Source: an optimization exercise on an open RTL-to-GDS flow (aim: small area and a short achievable clock period). Production flows keep margins and buffers that such runs may drop.
Function was checked by simulation only, so behaviour that the tests miss may differ from the original.
No activity file was given, so power comes from the tool's default toggle rates.

**flow/design.v**
```verilog
module quad(clk, rst, A, B, Z, c, i);
parameter W = 14;
input clk, rst, A, B, Z;
output reg [W-1:0] c;    
output reg [W-1:0] i;    
reg [1:0] Ad, Bd;        
reg en;                  
reg dir;                 
reg [2:0] Zc;            
reg last_good;
always @(posedge clk) begin
    if (rst) begin
        Ad <= 2'b0;
        Bd <= 2'b0;
        en <= 1'b0;
    end else begin
        Ad <= {Ad[0], A};
        Bd <= {Bd[0], B};
        en <= Ad[0] ^ Ad[1] ^ Bd[0] ^ Bd[1];
    end
    dir <= Ad[0] ^ Bd[1];
end
wire good_one = &Zc;
wire good_zero = ~|Zc;
wire index_pulse = good_one & ~last_good;
wire [W-1:0] p = dir ? c : ~c;
wire [W-1:0] t;
assign t[0] = en;
genvar k;
generate for (k = 1; k < W; k = k + 1) begin : g_t
    assign t[k] = en & (&p[k-1:0]);
end endgenerate
always @(posedge clk) begin
    if (rst) begin
        Zc <= 3'b0;
        last_good <= 1'b0;
        c <= {W{1'b0}};
        i <= {W{1'b0}};
    end else begin
        if (Z && !good_one) Zc <= Zc + 3'd1;
        else if (!good_zero) Zc <= Zc - 3'd1;
        if (good_one) last_good <= 1'b1;
        else if (good_zero) last_good <= 1'b0;
        c <= c ^ t;
        if (index_pulse) i <= c;
    end
end
endmodule
module pluto_spi_rspi(clk, SCK, MOSI, MISO, SSEL, LED, nRESET, quadA, quadB, quadZ, up, down, dout, din);
parameter QW = 14;
input clk;
input SCK, SSEL, MOSI, nRESET;
output MISO;
output LED;
input [7:0] din;
input [3:0] quadA;
input [3:0] quadB;
input [3:0] quadZ;
output [9:0] dout;
output [3:0] up;
output [3:0] down;
wire rst = ~nRESET;
reg [9:0] real_dout;
assign dout = real_dout;
reg Zpolarity;
wire [QW-1:0] c0, c1, c2, c3, i0, i1, i2, i3;
quad q0(clk, rst, quadA[0], quadB[0], quadZ[0] ^ Zpolarity, c0, i0);
quad q1(clk, rst, quadA[1], quadB[1], quadZ[1] ^ Zpolarity, c1, i1);
quad q2(clk, rst, quadA[2], quadB[2], quadZ[2] ^ Zpolarity, c2, i2);
quad q3(clk, rst, quadA[3], quadB[3], quadZ[3] ^ Zpolarity, c3, i3);
wire [27:0] quad0 = {i0, c0};
wire [27:0] quad1 = {i1, c1};
wire [27:0] quad2 = {i2, c2};
wire [27:0] quad3 = {i3, c3};
reg [2:0] SCKr, SSELr;
always @(posedge clk) begin
    SCKr  <= rst ? 3'b0 : {SCKr[1:0], SCK};
    SSELr <= rst ? 3'b0 : {SSELr[1:0], SSEL};
end
wire SCK_risingedge  = ~SCKr[2] & SCKr[1];
wire SCK_fallingedge = SCKr[2] & ~SCKr[1];
wire SSEL_active = ~SSELr[1];
wire SSEL_startmessage = SSELr[2] & ~SSELr[1];
reg [2:0] bitcnt;
reg byte_received;
reg [4:0] spibytecnt;
reg [7:0] data_recvd;
reg [7:0] data_sent;
reg [7:0] data_outbuf;
reg [7:0] data_inbuf;
always @(posedge clk) begin
    if (rst) begin
        bitcnt <= 3'b0;
        byte_received <= 1'b0;
        spibytecnt <= 5'b0;
        data_sent <= 8'b0;
    end else begin
        if (SSEL_startmessage) begin
            bitcnt <= 3'b000;
            spibytecnt <= 5'b00000;
        end
        if (SSEL_active) begin
            if (SCK_risingedge) begin
                bitcnt <= bitcnt + 3'b001;
                if (bitcnt == 3'b000) data_sent <= data_outbuf;
            end else if (SCK_fallingedge) begin
                data_sent <= {data_sent[6:0], 1'b0};
                if (bitcnt == 3'b000) spibytecnt <= spibytecnt + 5'b00001;
            end
            byte_received <= SCK_risingedge && (bitcnt == 3'b111);
        end
    end
end
assign MISO = data_sent[7];
always @(posedge clk)
    if (SSEL_active & SCK_risingedge) data_recvd <= {data_recvd[6:0], MOSI};
reg [7:0] outmux;
always @(*) begin
    case (spibytecnt)
    5'd0:  outmux = quad0[7:0];
    5'd1:  outmux = quad0[15:8];
    5'd2:  outmux = quad0[23:16];
    5'd3:  outmux = {4'b0, quad0[27:24]};
    5'd4:  outmux = quad1[7:0];
    5'd5:  outmux = quad1[15:8];
    5'd6:  outmux = quad1[23:16];
    5'd7:  outmux = {4'b0, quad1[27:24]};
    5'd8:  outmux = quad2[7:0];
    5'd9:  outmux = quad2[15:8];
    5'd10: outmux = quad2[23:16];
    5'd11: outmux = {4'b0, quad2[27:24]};
    5'd12: outmux = quad3[7:0];
    5'd13: outmux = quad3[15:8];
    5'd14: outmux = quad3[23:16];
    5'd15: outmux = {4'b0, quad3[27:24]};
    5'd16: outmux = din;
    5'd17: outmux = {quadB, quadZ};
    5'd18: outmux = {4'b0, quadA};
    5'd19: outmux = 8'b0;
    default: outmux = {3'b0, spibytecnt};
    endcase
end
always @(posedge clk) begin
    if (rst) data_outbuf <= 8'b0;
    else if (SSEL_active) data_outbuf <= outmux;
end
wire br_next = SSEL_active ? (SCK_risingedge & (bitcnt == 3'b111)) : byte_received;
wire wr_next = ~SSELr[0] & br_next;
wire [4:0] sbc_next = SSEL_startmessage ? 5'd0 : spibytecnt;
reg ld_inbuf, ld0, ld1, ld2, ld3, ldd;
always @(posedge clk) begin
    if (rst) begin
        ld_inbuf <= 1'b0;
        {ld3, ld2, ld1, ld0} <= 4'b0;
        ldd <= 1'b0;
    end else begin
        ld_inbuf <= wr_next & ~sbc_next[0] & ~sbc_next[4] & (~sbc_next[3] | (sbc_next[2:1] == 2'b00));
        ld0 <= wr_next & (sbc_next == 5'd1);
        ld1 <= wr_next & (sbc_next == 5'd3);
        ld2 <= wr_next & (sbc_next == 5'd5);
        ld3 <= wr_next & (sbc_next == 5'd7);
        ldd <= wr_next & (sbc_next == 5'd9);
    end
end
always @(posedge clk) begin
    if (rst) data_inbuf <= 8'b0;
    else if (ld_inbuf) data_inbuf <= data_recvd;
end
always @(posedge clk) begin
    if (rst) begin
        real_dout <= 10'b0;
        Zpolarity <= 1'b0;
    end else if (ldd) begin
        real_dout <= {data_recvd[1:0], data_inbuf};
        Zpolarity <= data_recvd[7];
    end
end
wire [10:0] nv_duty = {data_recvd[2:0], data_inbuf};
wire nv_iu = data_recvd[4];
wire nv_id = data_recvd[5];
wire nv_pdm = data_recvd[6];
wire nv_sd = data_recvd[7];
reg [10:0] duty0, duty1, duty2, duty3;
reg [3:0] iu, id, sd;
reg pdm;
reg [10:0] pnext;
always @(posedge clk) pnext <= rst ? 11'd1 : pnext + 11'd1;
wire [10:0] duty0_n = ld0 ? nv_duty : duty0;
wire [10:0] duty1_n = ld1 ? nv_duty : duty1;
wire [10:0] duty2_n = ld2 ? nv_duty : duty2;
wire [10:0] duty3_n = ld3 ? nv_duty : duty3;
wire [3:0] ldv = {ld3, ld2, ld1, ld0};
wire [3:0] iu_n = (ldv & {4{nv_iu}}) | (~ldv & iu);
wire [3:0] id_n = (ldv & {4{nv_id}}) | (~ldv & id);
wire [3:0] sd_n = (ldv & {4{nv_sd}}) | (~ldv & sd);
wire pdm_n = ld0 ? nv_pdm : pdm;
always @(posedge clk) begin
    if (rst) begin
        duty0 <= 11'b0; duty1 <= 11'b0; duty2 <= 11'b0; duty3 <= 11'b0;
        iu <= 4'b0; id <= 4'b0; sd <= 4'b0; pdm <= 1'b0;
    end else begin
        duty0 <= duty0_n; duty1 <= duty1_n; duty2 <= duty2_n; duty3 <= duty3_n;
        iu <= iu_n; id <= id_n; sd <= sd_n; pdm <= pdm_n;
    end
end
wire [10:0] prev = {pnext[4], pnext[5], pnext[6], pnext[7], pnext[8], pnext[9],
                    pnext[10], pnext[3:0]};
wire [10:0] cmp_n = pdm_n ? prev : pnext;
wire [3:0] act_n;
pwm_gt g0(duty0_n, cmp_n, act_n[0]);
pwm_gt g1(duty1_n, cmp_n, act_n[1]);
pwm_gt g2(duty2_n, cmp_n, act_n[2]);
pwm_gt g3(duty3_n, cmp_n, act_n[3]);
reg [3:0] up_r, down_r;
reg led_r;
always @(posedge clk) begin
    if (rst) begin
        up_r <= 4'b0;
        down_r <= 4'b0;
        led_r <= 1'b0;
    end else begin
        up_r <= iu_n ^ (~sd_n & act_n);
        down_r <= id_n ^ (sd_n & act_n);
        led_r <= iu_n[0] ^ id_n[0] ^ act_n[0];
    end
end
assign up = up_r;
assign down = down_r;
assign LED = led_r;
endmodule
module pwm_gt(a, b, gt);
input [10:0] a, b;
output reg gt;
integer k;
always @(*) begin
    gt = 1'b0;
    for (k = 0; k < 11; k = k + 1)
        gt = (a[k] & ~b[k]) | ((a[k] | ~b[k]) & gt);
end
endmodule
```
**flow/flow/run.sh**
```bash
#!/bin/bash
# Standard layout (the standard.sh), with the port buffers made from
# buf_2 cells instead of the buffer that buffer_ports picks by default.
set -e
export BUFFER_PORTS_ARGS="-buffer_cell sky130_fd_sc_hd__buf_2"
bash standard.sh > standard.log 2>&1
```
**flow/standard.sh**
```bash
#!/bin/bash
# synth_recipe.tcl (not shown) runs the flow's synth.tcl, then flattens the netlist and writes it again
# the make line also repeats each setting of config.mk as NAME=value (left out here)
make -C /OpenROAD-flow-scripts/flow DESIGN_CONFIG=/design/flow/config.mk WORK_HOME=/design/flow/orfs CLKGATE_MAP_FILE= SYNTH_SCRIPT=/design/flow/synth_recipe.tcl "${@:-finish}"
```
**flow/config.mk**
```make
export PLATFORM = sky130hd
export DESIGN_NAME = pluto_spi_rspi
export DESIGN_NICKNAME = pluto_spi_rspi
export VERILOG_FILES = /design/flow/design.v
export SDC_FILE = /design/flow/constraint.sdc
export NUM_CORES = 4
export LEC_CHECK = 0
export ABC_AREA = 1
export CAP_MARGIN = 20
export CORE_MARGIN = 2
export CORE_UTILIZATION = 60
export CTS_BUF_LIST = sky130_fd_sc_hd__clkbuf_16
export CTS_CLUSTER_DIAMETER = 80
export CTS_CLUSTER_SIZE = 25
export SETUP_SLACK_MARGIN = 5.0
export SLEW_MARGIN = 20
```
**flow/constraint.sdc**
```tcl
create_clock -name core_clock -period 8.0 [get_ports {clk}]
set_input_delay 1.6000 -clock core_clock [delete_from_list [all_inputs] [get_ports {clk}]]
set_output_delay 1.6000 -clock core_clock [all_outputs]
set_load 0.01 [all_outputs]
```
==> results.json, run 1 <==
{
  "syn_area_mm2": 0.01314,
  "grt_use_met1_pct": 34.66,
  "vias": 11231,
  "start_util_pct": 60.57,
  "cts_hold_buf": 0,
  "period_needed_ns": 2.832,
  "wl_per_cell_um": 14.51,
  "critPathRequiredTime_ns": 8.42,
  "die_y_um": 152.0,
  "cts_buffers": 15,
  "areaGrowthSynthToFinish_pct": 5.867,
  "clock_skew_ns": 0.02465,
  "antenna_found_initial": 0,
  "reg2reg_depth": 9,
  "slew_headroom_pct": 27.47,
  "instances_no_fill": 2080,
  "gp_congestion": 0.9489,
  "gr-usage-all-layers_pct": 25.95,
  "place_inst": 2059,
  "clock_sinks": 293,
  "synth_top_family_by_area": "simple AND/OR/NAND/NOR gates",
  "status": "timing/DRC/antenna clean",
  "power.density_mw_per_mm2": 193.1,
  "cp.arrival_ns": 3.26,
  "synth.distinct_cells": 57,
  "grt_max_degree": 107,
  "drt-total-wl_um": 30180,
  "ys_warn_count": 3,
  "final-hold-violation-count": 0,
  "grt_pass1_wl_um": 50490,
  "synthCells": 1787,
  "grt_use_met2_pct": 45.39,
  "grt-ovfl-total": 0,
  "synth_compound_area_share_pct": 19.33,
  "p_leak_nw": 5.957,
  "r2r_slack_ns": 5.17,
  "port_buffers": 44,
  "crit_type": "reg2reg",
  "slew_violations": 0,
  "synthAdderAreaFrac_pct": 1.467,
  "synth_area_leaders": "dfxtp_1 43%, nand2_1 11%, o21ai_0 8.0%, inv_1 6.2%, a21oi_1 6.1%",
  "antenna_cells": 0,
  "dr.pass1.iters": 6,
  "setup_viol_count_final": 0,
  "antenna_left": 0,
  "syn_avg_cell_area_um2": 7.351,
  "syn_nets": 1825,
  "yosys.area.top_type": "dfxtp_1",
  "drtIter0Drc": 764,
  "die_area_mm2": 0.02309,
  "h-tree-depth": 1,
  "critPathCapture": "data_outbuf[4]",
  "synthSimpleGateAreaFrac_pct": 22.12,
  "vdd_drop_max_mv": 0.2390,
  "vias_per_cell": 5.400,
  "hpwl_um": 21350,
  "grt_pass1_vias": 10377,
  "worst_setup_path_start_kind": "register",
  "netlist.area_leader.share_pct": 43.43,
  "busiest_layer": "met2",
  "reg2reg_to": "data_outbuf[4]",
  "cts_tree": "yes",
  "cts.clk_slew.worst_paths_ns": 0.11,
  "drc_errors": 0,
  "end_kind": "register",
  "yosysSeqAreaShare_pct": 45.26,
  "r2r_start": "spibytecnt[1]",
  "drive_gt1_share_pct": 7.222,
  "fin_crit_sh_pct": 35.40,
  "max_cap_viol_count": 0,
  "tns_ns": 0,
  "nNetsFinal": 1834,
  "crit_fanout": 8,
  "hold_path_class": "reg2reg",
  "core-area_mm2": 0.02169,
  "ioPinCount": 45,
  "cts_root_buf": "clkbuf_16",
  "rsz0062_at_grt": "no",
  "hold_ws_ns": 0.4188,
  "max_freq_ghz": 0.3531,
  "use_met3_pct": 2.567,
  "clk_latency_ns": 0.51,
  "clk_path_buf_depth": 3,
  "synthXorXnorAreaFrac_pct": 3.181,
  "die_w_um": 152.0,
  "synth-seq-cells": 293,
  "rows": 54,
  "worst_pin_slew_ns": 1.061,
  "synthMuxAreaShare_pct": 0,
  "crit_start": "spibytecnt[1]"
}
worst max-delay path, stage by stage, from the launching register on:
cell	delay [ns]
dfxtp_1	0.51
inv_1	0.16
ha_1	0.21
inv_1	0.10
nor2_1	0.10
nand2_1	0.26
o22ai_1	0.16
a2111oi_0	0.94
a41o_1	0.26
inv_1	0.04
synthesized netlist by cell type, drive strengths merged:
library cell / n
nand2: 401
dfxtp: 285
inv: 227
o21ai: 221
nor2: 163
a21oi: 160
nand3: 65
clkbuf: 35
buf: 25
xnor2: 23
xor2: 23
nor3: 22
a221oi: 19
or2: 18
o22ai: 17
nand4: 11
ha: 9
a31oi: 8
edfxtp: 8
a211oi: 5
o21a: 5
a22o: 4
fa: 4
nor4: 4
o211ai: 4
nand3b: 3
o2111ai: 3
a2111oi: 2
a221o: 1
a22oi: 1
a311oi: 1
a32o: 1
a41o: 1
a41oi: 1
and3: 1
clkinv: 1
nor3b: 1
o21bai: 1
o221ai: 1
o2bb2ai: 1
o31ai: 1
layer usage:
layer | vias up | routed length, um
met3 | 40 | 1215
met1 | 5151 | 13670
met5 | - | 0
met2 | 207 | 14580
li1 | 5833 | -
met4 | 0 | 715
placed cells by master, fill, tap and decap left out, drive strengths merged, types with 2 or more instances in the layout:
master / count
fa: 4
clkbuf: 15
a31oi: 8
inv: 232
a211oi: 5
a21oi: 160
nand3: 65
nor4: 4
edfxtp: 8
nand4: 11
nor2: 163
dfxtp: 285
ha: 9
a2111oi: 2
or2: 18
o21a: 5
nand3b: 3
xnor2: 23
nor3: 22
a221oi: 19
xor2: 23
buf: 52
o2111ai: 3
nand2: 401
o21ai: 221
o22ai: 17
a22o: 4
o211ai: 4
power by group:
group	total [mW]	internal (mW)	switching, mW
Sequential	1.60	1.53	0.0644
Clock	0.815	0.346	0.469
Combinational	0.274	0.106	0.168
stage by stage:
stage                     total power [mW]  instance area (um^2)  util (%)  setup slack, ns
final                                2.685                 13910     64.12            5.168
after global routing                 2.808                 13910     64.12            5.048
after CTS                            2.705                 13900     64.11            5.119
after detailed placement             1.902                 13490     62.20            4.372
after global placement               1.894                 13490     62.20            4.412
after floorplan                      1.835                 13140         -            5.253
logic make-up after synthesis:
logic type / after synthesis
AND/OR/NAND/NOR: 689
AO/OA/AOI/OAI: 458
flip-flops: 293
buffers and inverters: 288
XOR/XNOR: 46
adder cells (fa/ha/maj): 13
cell type report:
cell class                 instances  area (um^2)
clock inverter                     6        31.28
fill                            2045         7781
multi-input combinational       1206         6055
tap                              280        350.3
inverter                         228        855.8
timing repair buffer              52        294.0
clock buffer                      15        375.4
sequential                       293         5946
worst min-delay path by stage:
stage,start,to,slack [ns],cells after the start
CTS,q2.Bd[0],q2.Bd[1],0.42,2
global route,q2.Bd[0],q2.Bd[1],0.45,2
detailed placement,pnext[0],pnext[0],0.40,1
global placement,SCKr[0],SCKr[1],0.39,2
floorplan,pnext[0],pnext[0],0.39,1
finish,pnext[0],pnext[0],0.42,1
what timing repair did:
item                       CTS  global route
gates resized for setup      2             1
setup endpoints to repair   43            11
setup buffers                0             0
hold endpoints to repair     0             0
gates cloned                 0             0
sequential cells by signal, indices dropped and copies added, names as in the netlist, 5 cells and up:
| name | flops |
|---|---|
| q1.i | 14 |
| duty1 | 11 |
| duty3 | 11 |
| duty0 | 11 |
| data_recvd | 8 |
| spibytecnt | 5 |
| duty2 | 11 |
| q0.c | 14 |
| data_outbuf | 8 |
| q2.c | 14 |
| q0.i | 14 |
| data_inbuf | 8 |
| data_sent | 8 |
| q3.c | 14 |
| q1.c | 14 |
| real_dout | 10 |
| q2.i | 14 |
| pnext | 11 |
| q3.i | 14 |
==> inputs of run 2 (changes only) <==
==> flow/run.sh (new file) <==
#!/bin/bash
# synth_recipe.tcl (not shown) runs the flow's synth.tcl, then flattens the netlist and writes it again
# the make line also repeats each setting of config.mk as NAME=value (left out here)
make -C /OpenROAD-flow-scripts/flow DESIGN_CONFIG=/design/flow/config.mk WORK_HOME=/design/flow/orfs CLKGATE_MAP_FILE= SYNTH_SCRIPT=/design/flow/synth_recipe.tcl finish
removed: flow/flow/run.sh
removed: flow/standard.sh
==> run 2 against run 1 <==
  * Largest cell class unchanged
  * Still clean
  * Register-to-register slack improved by 0.04 ns
  * Cell count increased by 0.14%
  * Non-clock buffer count unchanged
  * Total power increased by 3.1%
  * Synthesized cell count unchanged
==> results.json, run 2 <==
{
  "p_leak_nw": 6.147,
  "clockPowerShare_pct": 32.1,
  "nNetsFinal": 1835,
  "cp.arrival_ns": 1.36,
  "worst_pin_slew_ns": 0.9997,
  "max_stage_delay_ns": 0.52,
  "clock_skew_ns": 0.02570,
  "cts_tree": "yes",
  "ys_warn_count": 3,
  "ioPinCount": 45,
  "die_y_um": 152.0,
  "max_cap_viol_count": 0,
  "finish.utilization_pct": 65.58,
  "grt_max_degree": 104,
  "clk_path_buf_depth": 3,
  "netlist.area_leader.share_pct": 43.43,
  "final_cell_mix": "395 x nand2_1, 285 x dfxtp_1, 221 x inv_1",
  "synth-edff-count": 8,
  "crit_path_top_delay_cell": "clkdlybuf4s50_1",
  "synthTopCellsByCount": "395 x nand2_1, 285 x dfxtp_1, 218 x inv_1",
  "vias": 11264,
  "rows": 54,
  "cts_buffers": 16,
  "drive_gt1_share_pct": 4.992,
  "antenna_found_initial": 0,
  "clock_sinks": 293,
  "combPwrFrac_pct": 10.2,
  "grt_pass1_vias": 10596,
  "hpwl_um": 21640,
  "final_common_cell": "nand2_1",
  "drtIter0Drc": 775,
  "async_flop_share_pct": 0,
  "synth_ff_type": "dfxtp_1",
  "final-hold-violation-count": 0,
  "crit_type": "reg2out",
  "synthCells": 1787,
  "grt_pass1_wl_um": 50660,
  "gp_congestion": 0.8751,
  "crit_chain": "clkdlybuf4s50_1",
  "antenna_cells": 0,
  "rsz0062_at_grt": "yes",
  "end_kind": "output pin",
  "drc_errors": 0,
  "worst_setup_path_start_kind": "register",
  "cts_root_buf": "clkbuf_16",
  "tns_ns": 0,
  "dr.pass1.iters": 5,
  "die_w_um": 152.0,
  "p_switching_uw": 727.3,
  "slew_headroom_pct": 31.63,
  "cts.clk_slew.worst_paths_ns": 0.10,
  "seq_power_share_pct": 57.7,
  "h-tree-depth": 1,
  "grt-ovfl-total": 0,
  "antenna_left": 0,
  "synth-seq-cells": 293,
  "areaGrowthSynthToFinish_pct": 8.268,
  "syn_area_mm2": 0.01314,
  "slew_violations": 0,
  "vdd_drop_max_mv": 0.2274,
  "crit_fanout": 1,
  "max_freq_ghz": 0.3383,
  "clk_latency_ns": 0.51,
  "period_needed_ns": 2.956,
  "syn_nets": 1825,
  "synth.most_common_cell": "nand2_1",
  "start_util_pct": 60.57,
  "vias_per_cell": 5.408,
  "yosysSeqAreaShare_pct": 45.26,
  "power.density_mw_per_mm2": 194.6,
  "internal_power_mw": 2.040,
  "yosys.area.top_type": "dfxtp_1",
  "fin_crit_sh_pct": 36.94,
  "hold_path_class": "reg2reg",
  "drt-total-wl_um": 30610,
  "cts_hold_buf": 0,
  "port_buffers": 44,
  "gr-usage-all-layers_pct": 26.01,
  "crit_family": "buffers and inverters",
  "synth_area_leaders": "dfxtp_1 43%, nand2_1 11%, o21ai_0 8.0%, inv_1 6.2%, a21oi_1 6.1%",
  "die_area_mm2": 0.02309,
  "synth.distinct_cells": 57,
  "wl_per_cell_um": 14.69,
  "critPathBufInv": 1,
  "syn_avg_cell_area_um2": 7.351,
  "core-area_mm2": 0.02169,
  "critPathRequiredTime_ns": 6.40,
  "status": "timing/DRC/antenna clean",
  "setup_viol_count_final": 0,
  "switching_share_pct": 26.28
}
## run 2: cell counts after synthesis
Identical to the previous run, type by type.
## run 2: final timing paths
check | from | endpoint | slack, ns | cells past startpoint
max | down_r[2] | down[2] | 5.04 | 1
min | SCKr[0] | SCKr[1] | 0.43 | 2
max reg2reg | spibytecnt[1] | data_outbuf[4] | 5.21 | 9
min reg2reg | SCKr[0] | SCKr[1] | 0.43 | 2
## run 2: logic make-up (layout without fill, tap and decap cells)
family,Yosys count,count (layout),synth area share (%)
AO/OA/AOI/OAI,458,458,19.33
XOR/XNOR,46,46,3.181
adder cells (fa/ha/maj),13,13,1.467
buffers and inverters,288,304,8.648
flip-flops,293,293,45.26
AND/OR/NAND/NOR,689,689,22.12
## run 2: layer usage
metal / wire length [um] / up-vias / GRT usage (%)
li1: - / 5841 / -
met1: 13420 / 5116 / 32.74
met2: 14730 / 252 / 45.99
met3: 1334 / 55 / 3.080
met4: 1125 / 0 / 9.568
met5: 0 / - / 0
## run 2: power groups by stage
| stage | combinational [mW] | sequential (mW) | clock (mW) |
|---|---|---|---|
| 2_1_floorplan | 0.227 | 1.61 | 0 |
| 3_3_place_gp | 0.272 | 1.63 | 0 |
| 3_5_place_dp | 0.279 | 1.63 | 0 |
| 4_1_cts | 0.283 | 1.60 | 0.903 |
| 5_1_grt | 0.326 | 1.61 | 0.954 |
| 6_report | 0.282 | 1.60 | 0.888 |
## run 2: area by class of cell
| cell class | instances | area, um^2 |
|---|---|---|
| clock buffer | 17 | 425.4 |
| tap | 280 | 350.3 |
| multi-input combinational | 1206 | 6055 |
| timing repair buffer | 52 | 531.8 |
| sequential | 293 | 5946 |
| inverter | 228 | 855.8 |
| clock inverter | 7 | 58.81 |
| fill | 1925 | 7466 |
## run 2: what timing repair did
action / CTS / global route
gates resized for setup: 4 / 11
buffers inserted: 0 / 0
setup endpoints to repair: 12 / 23
## run 2: metrics by stage
step	hold WS (ns)	setup slack (ns)	total power, mW	instance area [um^2]	cells
CTS	0.4343	5.003	2.784	14190	2083
global placement	0.4045	4.381	1.900	13700	2059
floorplan	0.3852	5.253	1.835	13140	1787
detailed placement	0.4108	4.364	1.909	13700	2059
global route	0.4577	4.997	2.887	14220	2083
finish	0.4306	5.044	2.767	14220	2083
==> inputs of run 3 (changes only) <==
==> flow/flow/run.sh (new file) <==
#!/bin/bash
# Standard layout (the standard.sh) with two changes to how it is made:
# the port buffers are buf_2 cells instead of the buffer buffer_ports picks
# by default, and timing repair aims for 5.4 ns of setup slack.
set -e
export BUFFER_PORTS_ARGS="-buffer_cell sky130_fd_sc_hd__buf_2"
export SETUP_SLACK_MARGIN=5.4
bash standard.sh > standard.log 2>&1
==> flow/standard.sh (new file) <==
#!/bin/bash
# synth_recipe.tcl (not shown) runs the flow's synth.tcl, then flattens the netlist and writes it again
# the make line also repeats each setting of config.mk as NAME=value (left out here)
make -C /OpenROAD-flow-scripts/flow DESIGN_CONFIG=/design/flow/config.mk WORK_HOME=/design/flow/orfs CLKGATE_MAP_FILE= SYNTH_SCRIPT=/design/flow/synth_recipe.tcl "${@:-finish}"
--- a/flow/config.mk
+++ b/flow/config.mk
@@ -13,4 +13,3 @@
 export CTS_CLUSTER_DIAMETER = 80
 export CTS_CLUSTER_SIZE = 25
-export SETUP_SLACK_MARGIN = 5.0
 export SLEW_MARGIN = 20
removed: flow/run.sh
==> run 3 against run 2 <==
  * Total power grew 0.87%
  * Setup slack improved by 0.38 ns
  * Cell count about the same
  * Critical path depth is the same
  * Cell area is 0.62% lower
  * Clock skew down 0.0069 ns
  * Hold slack got worse by 0.012 ns
  * Register-to-register slack improved by 0.32 ns
  * Combinational power barely moved
  * Clock-buffer cell count is 1 higher
==> results.json, run 3 <==
{
  "status": "timing/DRC/antenna clean",
  "synth_area_leaders": "dfxtp_1 43%, nand2_1 11%, o21ai_0 8.0%, inv_1 6.2%, a21oi_1 6.1%",
  "synthTopCellsByCount": "395 x nand2_1, 285 x dfxtp_1, 218 x inv_1",
  "core-area_mm2": 0.02169,
  "dr.pass1.iters": 7,
  "ioPinCount": 45,
  "drive_gt1_share_pct": 8.814,
  "final-hold-violation-count": 0,
  "slew_violations": 0,
  "syn_area_mm2": 0.01314,
  "die_area_mm2": 0.02309,
  "crit_chain": "buf_6",
  "fillers": 1957,
  "gr-usage-all-layers_pct": 25.89,
  "internal_power_mw": 2.060,
  "crit_fanout": 2,
  "setup_ws_ns": 5.424,
  "gp_congestion": 0.8505,
  "seq_power_share_pct": 57.3,
  "synthCells": 1787,
  "port_buffers": 44,
  "synth-seq-cells": 293,
  "cts_root_buf": "clkbuf_16",
  "cts.clk_slew.worst_paths_ns": 0.10,
  "synth-edff-count": 8,
  "clockPowerShare_pct": 32.6,
  "antenna_cells": 0,
  "grt-ovfl-total": 0,
  "setup_viol_count_final": 0,
  "rows": 54,
  "critPathRequiredTime_ns": 6.40,
  "grt_pass1_wl_um": 50550,
  "crit_family": "flip-flops",
  "worst_setup_path_start_kind": "register",
  "h-tree-depth": 1,
  "cts_buffers": 16,
  "p_switching_uw": 731.3,
  "vdd_drop_max_mv": 0.1907,
  "max_freq_ghz": 0.3883,
  "die_w_um": 152.0,
  "async_flop_share_pct": 0,
  "yosys.area.top_type": "dfxtp_1",
  "clock_skew_ns": 0.01876,
  "die_y_um": 152.0,
  "slew_headroom_pct": 52.29,
  "period_needed_ns": 2.576,
  "combPwrFrac_pct": 10.1,
  "final_common_cell": "nand2_1",
  "drc_errors": 0,
  "final_cell_mix": "394 x nand2_1, 271 x dfxtp_1, 221 x inv_1",
  "syn_avg_cell_area_um2": 7.351,
  "power.density_mw_per_mm2": 197.5,
  "cts_tree": "yes",
  "p_leak_nw": 6.043,
  "clk_path_buf_depth": 3,
  "clk_latency_ns": 0.52,
  "antenna_left": 0,
  "nNetsFinal": 1835,
  "wl_per_cell_um": 14.55,
  "hold_ws_ns": 0.4184,
  "max_stage_delay_ns": 0.34,
  "dpl_worst_slack_ns": 4.288,
  "crit_path_top_delay_cell": "dfxtp_2",
  "hpwl_um": 21330,
  "clock_sinks": 293,
  "rsz0062_at_grt": "yes",
  "vias_per_cell": 5.389,
  "ys_warn_count": 3,
  "start_util_pct": 60.57,
  "synth_ff_type": "dfxtp_1",
  "yosysSeqAreaShare_pct": 45.26,
  "hold_path_class": "reg2reg",
  "grt_pass1_vias": 10418,
  "areaGrowthSynthToFinish_pct": 7.601,
  "cts_hold_buf": 0,
  "synth.distinct_cells": 57,
  "crit_type": "reg2out",
  "max_cap_viol_count": 0,
  "end_kind": "output pin",
  "cp.arrival_ns": 0.98,
  "grt_max_degree": 93,
  "worst_pin_slew_ns": 0.7110,
  "critPathBufInv": 1,
  "drtIter0Drc": 803,
  "syn_nets": 1825,
  "fin_crit_sh_pct": 32.19,
  "antenna_found_initial": 0,
  "tns_ns": 0,
  "switching_share_pct": 26.20,
  "drt-total-wl_um": 30320,
  "netlist.area_leader.share_pct": 43.43,
  "vias": 11230,
  "synth.most_common_cell": "nand2_1"
}
## run 3: cell counts after synthesis
Identical to the previous run, type by type.
## run 3: power by group through the flow
stage,registers (mW),logic (mW),clock network [mW]
after floorplan,1.61,0.234,0
after global routing,1.61,0.324,0.981
after detailed placement,1.63,0.277,0
final,1.60,0.282,0.910
after global placement,1.63,0.272,0
after CTS,1.60,0.280,0.930
## run 3: repair_timing
action / 4_1_cts / 5_1_grt
pin swaps: 0 / 0
setup endpoints to repair: 175 / 105
gates resized for setup: 10 / 28
buffers inserted: 0 / 0
## run 3: cell type report
| class | count | area, um^2 | area share, % |
|---|---|---|---|
| Timing Repair Buffer | 52 | 342.8 | 2.425 |
| Sequential cell | 293 | 5963 | 42.19 |
| Clock buffer | 18 | 450.4 | 3.187 |
| Tap cell | 280 | 350.3 | 2.479 |
| Multi-Input combinational cell | 1206 | 6122 | 43.31 |
| Clock inverter | 7 | 47.55 | 0.3364 |
| Inverter | 228 | 858.3 | 6.072 |
## run 3: cells by family after synthesis
family          share of synthesized area (%)
simple gates                            22.12
fa+ha+maj                               1.467
xor+xnor                                3.181
flops                                   45.26
compound gates                          19.33
buf+inv                                 8.648
## run 3: per-layer routing
layer / vias to the layer above / wire [um] / track usage, %
li1: 5857 / - / -
met1: 5102 / 13850 / 33.91
met2: 226 / 14550 / 45.67
met3: 45 / 1173 / 2.938
met4: 0 / 755 / 6.676
met5: - / 0 / 0
## run 3: final timing paths
check	start	endpoint	slack [ns]	depth (start not counted)
setup / recovery	real_dout[9]	dout[9]	5.42	1
hold / removal	pnext[0]	pnext[0]	0.42	1
setup reg to reg	spibytecnt[0]	data_outbuf[3]	5.53	10
hold reg to reg	pnext[0]	pnext[0]	0.42	1
## run 3: per-stage QoR
stage          power (mW)  std cells  instance area (um^2)  util (%)
2_1_floorplan       1.844       1787                 13160         -
3_3_place_gp        1.903       2059                 13510     62.29
3_5_place_dp        1.909       2059                 13510     62.29
4_1_cts             2.810       2084                 14040     64.75
5_1_grt             2.916       2084                 14130     65.17
6_report            2.791       2084                 14130     65.17
==> inputs of run 4 (changes only) <==
==> flow/flow/run.sh (replaced) <==
#!/bin/bash
# Standard layout (the standard.sh) with two changes to how it is made:
# the port buffers are buf_2 cells instead of the buffer buffer_ports picks
# by default, and timing repair aims for 5.7 ns of setup slack.
set -e
export BUFFER_PORTS_ARGS="-buffer_cell sky130_fd_sc_hd__buf_2"
export SETUP_SLACK_MARGIN=5.7
bash standard.sh > standard.log 2>&1
==> run 4 against run 3 <==
  * Largest cell class unchanged
  * Cell count increased by 1.2%
  * Area after synthesis unchanged
  * Flip-flop and latch count unchanged
  * Via count increased by 3.3%
  * Highest routed layer unchanged
  * Synthesized cell count unchanged
==> results.json, run 4 <==
{
  "areaGrowthSynthToFinish_pct": 13.01,
  "cts_root_buf": "clkbuf_16",
  "fin_area_mm2": 0.01485,
  "crit_path_top_delay_cell": "dfxtp_2",
  "yosysSeqAreaShare_pct": 45.26,
  "end_kind": "output pin",
  "vias_per_cell": 5.498,
  "cp_num_cells": 1,
  "synth_area_leaders": "dfxtp_1 43%, nand2_1 11%, o21ai_0 8.0%, inv_1 6.2%, a21oi_1 6.1%",
  "crit_fanout": 2,
  "hpwl_um": 21520,
  "cts_tree": "yes",
  "p_leak_nw": 6.247,
  "die_y_um": 152.0,
  "max_cap_viol_count": 0,
  "synth.distinct_cells": 57,
  "cts_buffers": 15,
  "wl_per_cell_um": 15.20,
  "clock_skew_ns": 0.02351,
  "crit_type": "reg2out",
  "status": "timing/DRC/antenna clean",
  "h-tree-depth": 1,
  "gr-usage-all-layers_pct": 27.04,
  "syn_nets": 1825,
  "synthTopCellsByCount": "395 x nand2_1, 285 x dfxtp_1, 218 x inv_1",
  "period_needed_ns": 2.567,
  "fillers": 1869,
  "die_w_um": 152.0,
  "netlist.area_leader.share_pct": 43.43,
  "crit_family": "flip-flops",
  "final_common_cell": "nand2_1",
  "port_buffers": 44,
  "cp.arrival_ns": 0.97,
  "syn_avg_cell_area_um2": 7.351,
  "vias": 11601,
  "core-area_mm2": 0.02169,
  "antenna_cells": 0,
  "yosys.area.top_type": "dfxtp_1",
  "syn_area_mm2": 0.01314,
  "vdd_drop_max_mv": 0.1819,
  "start_util_pct": 60.57,
  "rsz0062_at_grt": "yes",
  "dr.pass1.iters": 8,
  "grt-ovfl-total": 0,
  "setup_viol_count_final": 0,
  "async_flop_share_pct": 0,
  "grt_pass1_vias": 10609,
  "grt_pass1_wl_um": 52640,
  "drive_gt1_share_pct": 13.88,
  "cts.clk_slew.worst_paths_ns": 0.10,
  "slew_violations": 0,
  "critPathBufInv": 1,
  "antenna_left": 0,
  "synth-edff-count": 8,
  "antenna_found_initial": 0,
  "ys_warn_count": 3,
  "final-hold-violation-count": 0,
  "power.density_mw_per_mm2": 183.6,
  "hold_path_class": "reg2reg",
  "worst_pin_slew_ns": 0.6986,
  "die_area_mm2": 0.02309,
  "clk_latency_ns": 0.51,
  "reg2reg_depth": 10,
  "hold_path_depth": 1,
  "crit_chain": "buf_6",
  "final_cell_mix": "377 x nand2_1, 261 x dfxtp_1, 211 x inv_1",
  "synth.most_common_cell": "nand2_1",
  "worst_setup_path_start_kind": "register",
  "clk_path_buf_depth": 3,
  "synth-seq-cells": 293,
  "synthCells": 1787,
  "p_total_mw": 2.725,
  "place_area_mm2": 0.01356,
  "tns_ns": 0,
  "grt_max_degree": 73,
  "max_stage_delay_ns": 0.36,
  "drt-total-wl_um": 32080,
  "ioPinCount": 45,
  "drtIter0Drc": 794,
  "slew_headroom_pct": 53.36,
  "cts_hold_buf": 0,
  "max_freq_ghz": 0.3896,
  "gp_congestion": 0.9522,
  "rows": 54,
  "critPathRequiredTime_ns": 6.40,
  "drc_errors": 0,
  "synth_ff_type": "dfxtp_1",
  "fin_crit_sh_pct": 32.09,
  "nNetsFinal": 1864,
  "clock_sinks": 293
}
==> run 4: final cells by class <==
| type | count | area (um^2) | area share [%] |
|---|---|---|---|
| Tap cell | 280 | 350.3 | 2.360 |
| Timing Repair Buffer | 81 | 758.2 | 5.107 |
| Clock inverter | 6 | 31.28 | 0.2107 |
| Clock buffer | 15 | 375.4 | 2.528 |
| Sequential cell | 293 | 5993 | 40.37 |
| Inverter | 228 | 878.3 | 5.917 |
| Multi-Input combinational cell | 1207 | 6459 | 43.51 |
==> run 4: worst paths after layout <==
check / end / slack [ns] / start
max: dout[8] / 5.43 / real_dout[8]
min: pnext[0] / 0.42 / pnext[0]
max reg2reg: data_outbuf[0] / 5.77 / spibytecnt[1]
min reg2reg: pnext[0] / 0.42 / pnext[0]
==> run 4: cells by family (layout without fill, tap and decap cells) <==
family	after synthesis	count (layout)	share of synthesized area [%]
buffers and inverters	288	330	8.648
xor gates and xnor gates	46	46	3.181
and+or+nand+nor	689	690	22.12
DFF	293	293	45.26
AOI/OAI and AO/OA	458	458	19.33
adders and majority gates	13	13	1.467
==> run 4: per-stage QoR <==
| step | cells | hold WS, ns | utilization, % | setup slack, ns |
|---|---|---|---|---|
| 6_report | 2110 | 0.4238 | 68.45 | 5.433 |
| 5_1_grt | 2110 | 0.4508 | 68.45 | 5.393 |
| 4_1_cts | 2091 | 0.4283 | 66.66 | 5.412 |
| 3_5_place_dp | 2060 | 0.4049 | 62.54 | 4.383 |
| 3_3_place_gp | 2060 | 0.3981 | 62.54 | 4.416 |
| 2_1_floorplan | 1787 | 0.3852 | - | 5.342 |
==> run 4: what timing repair did <==
item,in CTS,in global routing
gates cloned,2,2
setup endpoints to repair,238,58
pin swaps,16,18
buffers inserted,8,17
resized for setup,82,63
hold endpoints to repair,0,0
==> run 4: where the power goes <==
group	leakage [nW]	internal (mW)	switching, mW
sequential	2.40	1.53	0.0678
clock	0.207	0.346	0.470
combinational	3.64	0.129	0.182
==> run 4: layer usage <==
metal,track usage (%),vias to the layer above,routed length [um],share of wire [%]
met1,35.07,5399,14050,44
met3,2.653,60,1314,4.1
met2,48.56,234,15760,49
met5,0,-,0,0
li1,-,5908,-,-
met4,6.765,0,952,3.0
==> inputs of run 5 (changes only) <==
--- a/flow/design.v
+++ b/flow/design.v
@@ -115,30 +115,22 @@
 always @(posedge clk)
     if (SSEL_active & SCK_risingedge) data_recvd <= {data_recvd[6:0], MOSI};
-reg [7:0] outmux;
-always @(*) begin
-    case (spibytecnt)
-    5'd0:  outmux = quad0[7:0];
-    5'd1:  outmux = quad0[15:8];
-    5'd2:  outmux = quad0[23:16];
-    5'd3:  outmux = {4'b0, quad0[27:24]};
-    5'd4:  outmux = quad1[7:0];
-    5'd5:  outmux = quad1[15:8];
-    5'd6:  outmux = quad1[23:16];
-    5'd7:  outmux = {4'b0, quad1[27:24]};
-    5'd8:  outmux = quad2[7:0];
-    5'd9:  outmux = quad2[15:8];
-    5'd10: outmux = quad2[23:16];
-    5'd11: outmux = {4'b0, quad2[27:24]};
-    5'd12: outmux = quad3[7:0];
-    5'd13: outmux = quad3[15:8];
-    5'd14: outmux = quad3[23:16];
-    5'd15: outmux = {4'b0, quad3[27:24]};
-    5'd16: outmux = din;
-    5'd17: outmux = {quadB, quadZ};
-    5'd18: outmux = {4'b0, quadA};
-    5'd19: outmux = 8'b0;
-    default: outmux = {3'b0, spibytecnt};
-    endcase
-end
+wire [19:0] bsel;
+genvar gb;
+generate for (gb = 0; gb < 20; gb = gb + 1) begin : g_bsel
+    assign bsel[gb] = (spibytecnt == gb);
+end endgenerate
+wire bhi = (spibytecnt[4] & (spibytecnt[3] | spibytecnt[2]));   
+wire [7:0] outmux =
+      ({8{bsel[0]}}  & quad0[7:0])   | ({8{bsel[1]}}  & quad0[15:8])
+    | ({8{bsel[2]}}  & quad0[23:16]) | ({8{bsel[3]}}  & {4'b0, quad0[27:24]})
+    | ({8{bsel[4]}}  & quad1[7:0])   | ({8{bsel[5]}}  & quad1[15:8])
+    | ({8{bsel[6]}}  & quad1[23:16]) | ({8{bsel[7]}}  & {4'b0, quad1[27:24]})
+    | ({8{bsel[8]}}  & quad2[7:0])   | ({8{bsel[9]}}  & quad2[15:8])
+    | ({8{bsel[10]}} & quad2[23:16]) | ({8{bsel[11]}} & {4'b0, quad2[27:24]})
+    | ({8{bsel[12]}} & quad3[7:0])   | ({8{bsel[13]}} & quad3[15:8])
+    | ({8{bsel[14]}} & quad3[23:16]) | ({8{bsel[15]}} & {4'b0, quad3[27:24]})
+    | ({8{bsel[16]}} & din)          | ({8{bsel[17]}} & {quadB, quadZ})
+    | ({8{bsel[18]}} & {4'b0, quadA})
+    | ({8{bhi}} & {3'b0, spibytecnt});
 always @(posedge clk) begin
     if (rst) data_outbuf <= 8'b0;
==> flow/flow/run.sh (replaced) <==
#!/bin/bash
# Standard layout (the standard.sh) with two changes to how it is made:
# the port buffers are buf_2 cells instead of the buffer buffer_ports picks
# by default, and timing repair aims for 5.5 ns of setup slack.
set -e
export BUFFER_PORTS_ARGS="-buffer_cell sky130_fd_sc_hd__buf_2"
export SETUP_SLACK_MARGIN=5.5
bash standard.sh > standard.log 2>&1
==> run 5 against run 4 <==
  * First-iteration DRC count up 2.9%
  * Fmax is 0.49% higher
  * Combinational power is about 10% lower
  * Clock-buffer cell count unchanged
  * Cell area down 5.5%
  * Global-route usage up 0.67 points
  * Flip-flop and latch count is the same
==> results.json, run 5 <==
{
  "h-tree-depth": 1,
  "vias_per_cell": 5.523,
  "dr.pass1.iters": 6,
  "clk_latency_ns": 0.50,
  "antenna_cells": 0,
  "nNetsFinal": 1802,
  "antenna_left": 0,
  "final_common_cell": "nand2_1",
  "crit_fanout": 2,
  "crit_family": "flip-flops",
  "syn_avg_cell_area_um2": 7.409,
  "grt_pass1_vias": 10102,
  "worst_pin_slew_ns": 0.7752,
  "crit_type": "reg2out",
  "crit_chain": "buf_6",
  "drt-total-wl_um": 32080,
  "critPathBufInv": 1,
  "busiest_layer": "met2",
  "slew_headroom_pct": 48.13,
  "yosysSeqAreaShare_pct": 45.70,
  "drive_gt1_share_pct": 8.536,
  "port_buffers": 44,
  "die_w_um": 151.3,
  "critPathRequiredTime_ns": 6.40,
  "cts_hold_buf": 0,
  "drc_errors": 0,
  "grt-ovfl-total": 0,
  "die_y_um": 151.3,
  "cts_buffers": 15,
  "clk_path_buf_depth": 3,
  "synth.most_common_cell": "nand2_1",
  "synthTopCellsByCount": "371 x nand2_1, 285 x dfxtp_1, 221 x o21ai_0",
  "synth_ff_type": "dfxtp_1",
  "core-area_mm2": 0.02115,
  "cp.arrival_ns": 0.95,
  "rows": 53,
  "tns_ns": 0,
  "drtIter0Drc": 817,
  "max_stage_delay_ns": 0.34,
  "clock_skew_ns": 0.01304,
  "gr-usage-all-layers_pct": 27.71,
  "ys_warn_count": 3,
  "max_freq_ghz": 0.3915,
  "syn_nets": 1794,
  "hold_ws_ns": 0.4248,
  "grt_pass1_wl_um": 50650,
  "slew_violations": 0,
  "async_flop_share_pct": 0,
  "synth_area_leaders": "dfxtp_1 44%, nand2_1 11%, o21ai_0 8.5%, inv_1 6.3%, a21oi_1 6.2%",
  "multi_input_area_mm2": 0.005973,
  "cts.clk_slew.worst_paths_ns": 0.10,
  "cts_root_buf": "clkbuf_16",
  "vdd_drop_max_mv": 0.1756,
  "synthCells": 1756,
  "antenna_found_initial": 0,
  "fin_crit_sh_pct": 31.93,
  "grt_use_met1_pct": 35.34,
  "fin_area_mm2": 0.01403,
  "crit_path_top_delay_cell": "dfxtp_2",
  "areaGrowthSynthToFinish_pct": 7.867,
  "cts_tree": "yes",
  "gp_congestion": 0.9712,
  "yosys.area.top_type": "dfxtp_1",
  "vias": 11288,
  "wl_per_cell_um": 15.70,
  "final-seq-area_mm2": 0.005974,
  "status": "timing/DRC/antenna clean",
  "final_cell_mix": "371 x nand2_1, 262 x dfxtp_1, 221 x o21ai_0",
  "grt_use_met2_pct": 49.98,
  "grt_max_degree": 96,
  "hold_path_class": "reg2reg",
  "worst_setup_path_start_kind": "register",
  "hpwl_um": 22710,
  "power.density_mw_per_mm2": 194.1,
  "netlist.area_leader.share_pct": 43.85,
  "synth-edff-count": 8,
  "fillers": 1857,
  "start_util_pct": 61.50,
  "rsz0062_at_grt": "yes",
  "p_total_mw": 2.724,
  "p_leak_nw": 5.787,
  "clock_sinks": 293,
  "use_met3_pct": 3.163,
  "synth.distinct_cells": 52,
  "die_area_mm2": 0.02288,
  "syn_area_mm2": 0.01301,
  "ioPinCount": 45,
  "synth-seq-cells": 293,
  "final-hold-violation-count": 0,
  "max_cap_viol_count": 0,
  "place_area_mm2": 0.01337,
  "period_needed_ns": 2.554,
  "setup_viol_count_final": 0,
  "end_kind": "output pin"
}
## run 5: path summary, 6_finish.rpt
check	startpoint	end	slack, ns	depth (start not counted)
hold reg to reg	SCKr[0]	SCKr[1]	0.42	2
setup reg to reg	spibytecnt[1]	data_outbuf[2]	5.65	12
setup / recovery	real_dout[9]	dout[9]	5.45	1
hold / removal	SCKr[0]	SCKr[1]	0.42	2
## run 5: power by group
group          internal, mW  leakage [nW]  switching (mW)
sequential             1.53          2.40          0.0675
clock                 0.378         0.226           0.468
combinational         0.108          3.17           0.170
## run 5: stage by stage
step           utilization [%]  setup WS [ns]  std cells
2_1_floorplan                -          5.342       1756
3_3_place_gp             63.18          4.062       2020
3_5_place_dp             63.18          4.045       2020
4_1_cts                  65.81          5.423       2042
5_1_grt                  66.34          5.404       2044
6_report                 66.34          5.446       2044
## run 5: area by class of cell
class / instances / area share (%)
clock buffers: 15 / 2.675
clock inverters: 7 / 0.4101
flip-flops and latches: 293 / 42.57
multi-input cells: 1176 / 42.56
inverters: 225 / 6.036
well taps: 275 / 2.452
repair buffers: 53 / 3.290
## run 5: metal layers
metal	vias up	routed length, um
li1	5779	-
met1	5147	13930
met2	308	15670
met3	54	1647
met4	0	831
met5	-	0
## run 5: cell families after synthesis
family | Yosys count | synth area share, %
simple gates | 644 | 20.96
xor+xnor | 42 | 2.827
flops | 293 | 45.70
compound gates | 477 | 20.38
buf+inv | 287 | 8.656
fa+ha+maj | 13 | 1.481
## run 5: worst register-to-register path: cells and delay by family (launching register included)
kind                     cells  cell delay, ns
AO/OA/AOI/OAI                4            0.68
buffers and inverters        4            0.52
flip-flops                   1            0.47
AND/OR/NAND/NOR              3            0.34
adder cells (fa/ha/maj)      1            0.22
## run 5: timing repair
item	CTS	global route
pin swaps	0	0
endpoints found under the setup margin	181	44
buffers inserted	0	1
gates cloned	0	1
resized for setup	33	26
==> inputs of run 6 (changes only) <==
==> flow/flow/run.sh (replaced) <==
#!/bin/bash
# Standard layout (the standard.sh) with two changes to how it is made:
# the port buffers are buf_2 cells instead of the buffer buffer_ports picks
# by default, and timing repair aims for 5.4 ns of setup slack.
set -e
export BUFFER_PORTS_ARGS="-buffer_cell sky130_fd_sc_hd__buf_2"
export SETUP_SLACK_MARGIN=5.4
bash standard.sh > standard.log 2>&1
==> run 6 against run 5 <==
  * Combinational power down 2%
  * Flip-flop and latch count did not move
  * Global-route usage grew 0.23 points
  * Cell area shrank 0.97%
  * Critical endpoint is now dout[2]
==> results.json, run 6 <==
{
  "grt_use_met1_pct": 34.52,
  "port_buffers": 44,
  "rows": 53,
  "areaGrowthSynthToFinish_pct": 6.819,
  "r2r_start": "spibytecnt[0]",
  "hold_path_depth": 1,
  "cts_buffers": 16,
  "synthTopCellsByCount": "371 x nand2_1, 285 x dfxtp_1, 221 x o21ai_0",
  "syn_area_mm2": 0.01301,
  "clk_path_buf_depth": 3,
  "antenna_left": 0,
  "drc_errors": 0,
  "cts_root_buf": "clkbuf_16",
  "clockPowerShare_pct": 32.1,
  "yosys.area.top_type": "dfxtp_1",
  "final_cell_mix": "371 x nand2_1, 275 x dfxtp_1, 221 x o21ai_0",
  "end_kind": "output pin",
  "busiest_layer": "met2",
  "synth-seq-cells": 293,
  "start_util_pct": 61.50,
  "setup_viol_count_final": 0,
  "grt_max_degree": 114,
  "final-hold-violation-count": 0,
  "crit_chain": "buf_4",
  "synth_ff_type": "dfxtp_1",
  "worst_pin_slew_ns": 0.6751,
  "die_w_um": 151.3,
  "antenna_found_initial": 0,
  "yosysSeqAreaShare_pct": 45.70,
  "crit_path_top_delay_cell": "dfxtp_2",
  "p_switching_uw": 722.5,
  "holdPathEnd": "pnext[0]",
  "cts.clk_slew.worst_paths_ns": 0.10,
  "clock_skew_ns": 0.02521,
  "internal_power_mw": 2.032,
  "syn_avg_cell_area_um2": 7.409,
  "final_common_cell": "nand2_1",
  "drt-total-wl_um": 31610,
  "crit_family": "flip-flops",
  "status": "timing/DRC/antenna clean",
  "wl_per_cell_um": 15.46,
  "antenna_cells": 0,
  "max_freq_ghz": 0.3909,
  "nNetsFinal": 1801,
  "combPwrFrac_pct": 9.9,
  "reg2reg_depth": 10,
  "rsz0062_at_grt": "yes",
  "switching_share_pct": 26.23,
  "grt_pass1_vias": 10358,
  "power.density_mw_per_mm2": 198.2,
  "core-area_mm2": 0.02115,
  "critPathBufInv": 1,
  "slew_violations": 0,
  "hold_path_class": "reg2reg",
  "vias": 11377,
  "vdd_drop_max_mv": 0.2333,
  "die_y_um": 151.3,
  "hold_path_startpoint": "pnext[0]",
  "drtIter0Drc": 737,
  "r2r_slack_ns": 5.64,
  "synth.most_common_cell": "nand2_1",
  "fin_crit_sh_pct": 31.98,
  "netlist.area_leader.share_pct": 43.85,
  "hpwl_um": 22670,
  "tns_ns": 0,
  "worst_setup_path_start_kind": "register",
  "grt_pass1_wl_um": 51200,
  "grt-ovfl-total": 0,
  "gp_congestion": 0.9476,
  "synth_area_leaders": "dfxtp_1 44%, nand2_1 11%, o21ai_0 8.5%, inv_1 6.3%, a21oi_1 6.2%",
  "clk_latency_ns": 0.51,
  "syn_nets": 1794,
  "clock_sinks": 293,
  "seq_power_share_pct": 58.0,
  "crit_type": "reg2out",
  "gr-usage-all-layers_pct": 27.94,
  "cp.arrival_ns": 0.96,
  "die_area_mm2": 0.02288,
  "ioPinCount": 45,
  "async_flop_share_pct": 0,
  "use_met3_pct": 3.434,
  "period_needed_ns": 2.558,
  "hold_ws_ns": 0.4345,
  "h-tree-depth": 1,
  "synthCells": 1756,
  "grt_use_met2_pct": 49.84,
  "p_leak_nw": 5.763,
  "max_stage_delay_ns": 0.33,
  "ys_warn_count": 3,
  "cts_tree": "yes",
  "vias_per_cell": 5.563,
  "max_cap_viol_count": 0,
  "reg2reg_to": "data_outbuf[0]",
  "slew_headroom_pct": 54.83,
  "dr.pass1.iters": 5,
  "critPathRequiredTime_ns": 6.40,
  "synth.distinct_cells": 52,
  "synth-edff-count": 8,
  "crit_fanout": 2,
  "drive_gt1_share_pct": 7.458
}
run 6: cell counts after synthesis:
Identical to the previous run, type by type.
run 6: per-layer routing:
metal  up-vias  wire (um)
li1       5773          -
met1      5231      13390
met2       300      15430
met3        73       1546
met4         0       1247
met5         -          0
run 6: logic make-up (layout without fill, tap and decap cells):
group	after synthesis	after routing	share of synthesized area, %
xor gates and xnor gates	42	42	2.827
adders and majority gates	13	13	1.481
and+or+nand+nor	644	644	20.96
buffers and inverters	287	301	8.656
DFF	293	293	45.70
AOI/OAI and AO/OA	477	477	20.38
run 6: layout make-up:
cell class | count | area (um^2)
Clock buffer | 17 | 425.4
Clock inverter | 8 | 55.05
Fill cell | 1947 | 7257
Inverter | 225 | 849.6
Multi-Input combinational cell | 1176 | 5949
Sequential cell | 293 | 5958
Tap cell | 275 | 344.1
Timing Repair Buffer | 51 | 315.3
run 6: what timing repair did:
| action | CTS | global route |
|---|---|---|
| setup buffers | 0 | 0 |
| hold buffers | 0 | 0 |
| resized for setup | 6 | 18 |
| setup endpoints to repair | 180 | 103 |
run 6: how the worst max path moves through the flow:
stage                  from        endpoint  slack (ns)  cells past startpoint
4_1_cts              nRESET         up_r[1]        5.40                      8
6_report       real_dout[2]         dout[2]        5.44                      1
2_1_floorplan      quadZ[2]        q2.Zc[2]        5.34                      6
3_5_place_dp         nRESET  data_outbuf[5]        4.37                      4
3_3_place_gp         nRESET         up_r[1]        4.40                      8
5_1_grt              nRESET         up_r[0]        5.38                      8
run 6: stage by stage:
stage	instances	cell area [um^2]	total power, mW	utilization [%]	worst slack (ns)
3_3_place_gp	2020	13360	1.891	63.15	4.395
3_5_place_dp	2020	13360	1.900	63.15	4.368
6_report	2045	13900	2.754	65.69	5.442
2_1_floorplan	1756	13020	1.827	-	5.342
4_1_cts	2045	13860	2.774	65.51	5.398
5_1_grt	2045	13900	2.872	65.69	5.381
run 6: power by group through the flow:
stage | sequential [mW] | combinational (mW) | clock, mW
2_1_floorplan | 1.61 | 0.219 | 0
3_3_place_gp | 1.63 | 0.262 | 0
6_report | 1.60 | 0.273 | 0.884
4_1_cts | 1.60 | 0.272 | 0.904
5_1_grt | 1.61 | 0.312 | 0.952
3_5_place_dp | 1.63 | 0.270 | 0

==> separate check: timing with driven ports <==
In the flow no input, the clock included, has a driving cell. The finished layouts below were timed again as built, in two steps.
Step 1 assumes that a clkbuf_16 drives the clock port and a buf_2 every other input.
Step 2 also shifts input and output timing later by t, the mid clock arrival at the registers, as if the neighbouring blocks saw the same clock.
a / b / c = ideal / step 1 / step 2; a / b = the first two.
run | shift t [ns] | setup WS [ns] | worst setup path at the end | worst data-port slew with drivers (ns) | pins driven straight from the clock port
run 1 | 0.546 | 5.168 / 5.168 / 4.774 | input to register | 0.04 | 1
run 2 | 0.544 | 5.044 / 4.996 / 4.579 | input to register | 0.04 | 1
run 3 | 0.553 | 5.424 / 5.377 / 4.914 | input to register | 0.06 | 1
run 4 | 0.543 | 5.433 / 5.384 / 5.183 | input to register | 0.15 | 1
run 5 | 0.545 | 5.446 / 5.399 / 5.025 | input to register | 0.09 | 1
run 6 | 0.548 | 5.442 / 5.393 / 4.971 | input to register | 0.04 | 1
After both steps setup and hold are still met in every run listed. The setup slack of run 3, which loses most, moves by -0.047 ns with the drivers and by -0.510 ns with both steps.
